Source: an optimization exercise on an open RTL-to-GDS flow (aim: small area and a short achievable clock period). Production flows keep margins and buffers that such runs may drop. In this exercise RTL edits were held to simulation tests only and were not proved equivalent to the original.

## weighted_mean
module weighted_mean #(
    parameter N_INPUT = 4,
    parameter SIZE = 32
) (
    input clk, reset, enable, reset_s,
    input [N_INPUT*SIZE-1:0] in,
    input [N_INPUT*SIZE-1:0] weight,
    output [31:0] mean
);
Size in the first run: ~11000 cells after synthesis, ~290 I/O pins, about 84000 sq um of cells after synthesis.
Settings: LEC_CHECK=0, ABC_AREA=1, CAP_MARGIN=20, CORE_MARGIN=2, CORE_UTILIZATION=50, PLACE_DENSITY=0.62, SLEW_MARGIN=20; clock period 92.0 ns.
standard.sh (not shown) runs the stock make flow with config.mk's settings and CLKGATE_MAP_FILE= SYNTH_SCRIPT=/design/flow/synth_recipe.tcl, a recipe that flattens the netlist after the stock synthesis.
==> flow/flow/run.sh <==
#!/bin/bash
# Standard ORFS layout with three changes:
#  1. after the standard synthesis, inverters between full-adder cells are pushed
#     through the (self-dual) adders and mostly removed (flow/fapol.py);
#  2. repair_timing is asked to leave extra setup slack (SETUP_SLACK_MARGIN), so the
#     resizer keeps working on the paths that set the achieved period;
#  3. the input and output ports are buffered with buf_2 cells instead of the
#     default delay buffer.
set -euo pipefail
export BUFFER_PORTS_ARGS="-buffer_cell sky130_fd_sc_hd__buf_2"
R=orfs/results/sky130hd/weighted_mean/base
bash standard.sh synth > make_synth.log 2>&1
cp $R/1_2_yosys.v $R/1_2_yosys_std.v
python3 flow/fapol.py $R/1_2_yosys_std.v $R/1_2_yosys.v > fapol.log 2>&1 || cp $R/1_2_yosys_std.v $R/1_2_yosys.v
touch $R/1_2_yosys.v
bash standard.sh finish SETUP_SLACK_MARGIN=44 > make.log 2>&1
Other scripts of this flow, unchanged in this note and not shown: flow/flow/fapol.py
==> next run, changes <==
--- a/flow/flow/run.sh
+++ b/flow/flow/run.sh
@@ -14,3 +14,3 @@
 python3 flow/fapol.py $R/1_2_yosys_std.v $R/1_2_yosys.v > fapol.log 2>&1 || cp $R/1_2_yosys_std.v $R/1_2_yosys.v
 touch $R/1_2_yosys.v
-bash standard.sh finish SETUP_SLACK_MARGIN=44 > make.log 2>&1
+bash standard.sh finish SETUP_SLACK_MARGIN=40 > make.log 2>&1
First-iteration DRC count rises by 1.9%.
Clock-buffer cell count is unchanged.
Hold slack got worse by 0.0038 ns.
Wire length falls by 1.1%.
Setup slack got worse by 3.5 ns.
Die area stays the same.
Global-route usage went down by 0.16 points.
Non-clock buffer count goes down by 168.
Final cell count fell by 1.2%.
Flip-flop and latch count does not change.
==> next run, changes <==
==> flow/flow/run.sh (replaced) <==
#!/bin/bash
# Standard ORFS layout with two changes:
#  1. after the standard synthesis, inverters between full-adder cells are pushed
#     through the (self-dual) adders and mostly removed (flow/fapol.py);
#  2. repair_timing is asked to leave extra setup slack (SETUP_SLACK_MARGIN), so the
#     resizer keeps working on the paths that set the achieved period.
set -euo pipefail
R=orfs/results/sky130hd/weighted_mean/base
bash standard.sh synth > make_synth.log 2>&1
cp $R/1_2_yosys.v $R/1_2_yosys_std.v
python3 flow/fapol.py $R/1_2_yosys_std.v $R/1_2_yosys.v > fapol.log 2>&1 || cp $R/1_2_yosys_std.v $R/1_2_yosys.v
touch $R/1_2_yosys.v
bash standard.sh finish SETUP_SLACK_MARGIN=50 > make.log 2>&1
CORE_UTILIZATION = 70   (was 50)
PLACE_DENSITY = 0.8   (was 0.62)
Effect: With this change the flow never finished: it broke off in 5_1_grt; synthesized area stays the same; synthesized cell count does not change.
==> next run, changes <==
ABC_AREA = default   (was 1)
Result: The changed run failed in 5_1_grt with GRT-0116; area after synthesis increases by a few percent; synthesized cell count decreases by a little under a tenth.
==> next run, changes <==
==> flow/flow/run.sh (replaced) <==
#!/bin/bash
# Standard ORFS layout with three changes:
#  1. after the standard synthesis, inverters between full-adder cells are pushed
#     through the (self-dual) adders and mostly removed (flow/fapol.py);
#  2. repair_timing is asked to leave extra setup slack (SETUP_SLACK_MARGIN), so the
#     resizer keeps working on the paths that set the achieved period;
#  3. the input and output ports are buffered with buf_2 cells instead of the
#     default delay buffer.
set -euo pipefail
export BUFFER_PORTS_ARGS="-buffer_cell sky130_fd_sc_hd__buf_2"
R=orfs/results/sky130hd/weighted_mean/base
bash standard.sh synth > make_synth.log 2>&1
cp $R/1_2_yosys.v $R/1_2_yosys_std.v
python3 flow/fapol.py $R/1_2_yosys_std.v $R/1_2_yosys.v > fapol.log 2>&1 || cp $R/1_2_yosys_std.v $R/1_2_yosys.v
touch $R/1_2_yosys.v
bash standard.sh finish SETUP_SLACK_MARGIN=46 > make.log 2>&1
ABC_AREA = 1   (was default)
CORE_UTILIZATION = 50   (was 70)
PLACE_DENSITY = 0.62   (was 0.8)
Now the flow passed the timing, DRC and antenna checks.
Synthesized cell count climbs by roughly a tenth.
Synthesized area is lower by a few percent.

[separate check: timing with driven ports]
In the flow no input, the clock included, has a driving cell. The finished layouts below were timed again as built, in two steps.
Step 1, drivers: a clkbuf_16 drives clk and a buf_2 each remaining input, both assumed.
Step 2 adds t to the input delays and takes it off the output delays; t is the mean of the earliest and latest rising clock arrival at the registers after step 1. Input paths then give back, and output paths get back, about the clock's delay inside the block.
Three values: ideal ports, drivers, drivers and shift; two values: the first two.
run	shift t [ns]	slack for setup (ns)	worst register clock-pin slew, ns	cell pins on the clock port's net
the first run	0.544	45.672 / 45.598 / 45.401	0.08 / 0.08	1
the second run	0.544	42.175 / 42.225 / 41.681	0.08 / 0.08	1
the fifth run	0.542	46.726 / 46.663 / 47.129	0.08 / 0.08	1
After both steps setup and hold are still met in every run listed. The setup slack of the second run, which loses most, moves by +0.050 ns with the drivers and by -0.494 ns with both steps.
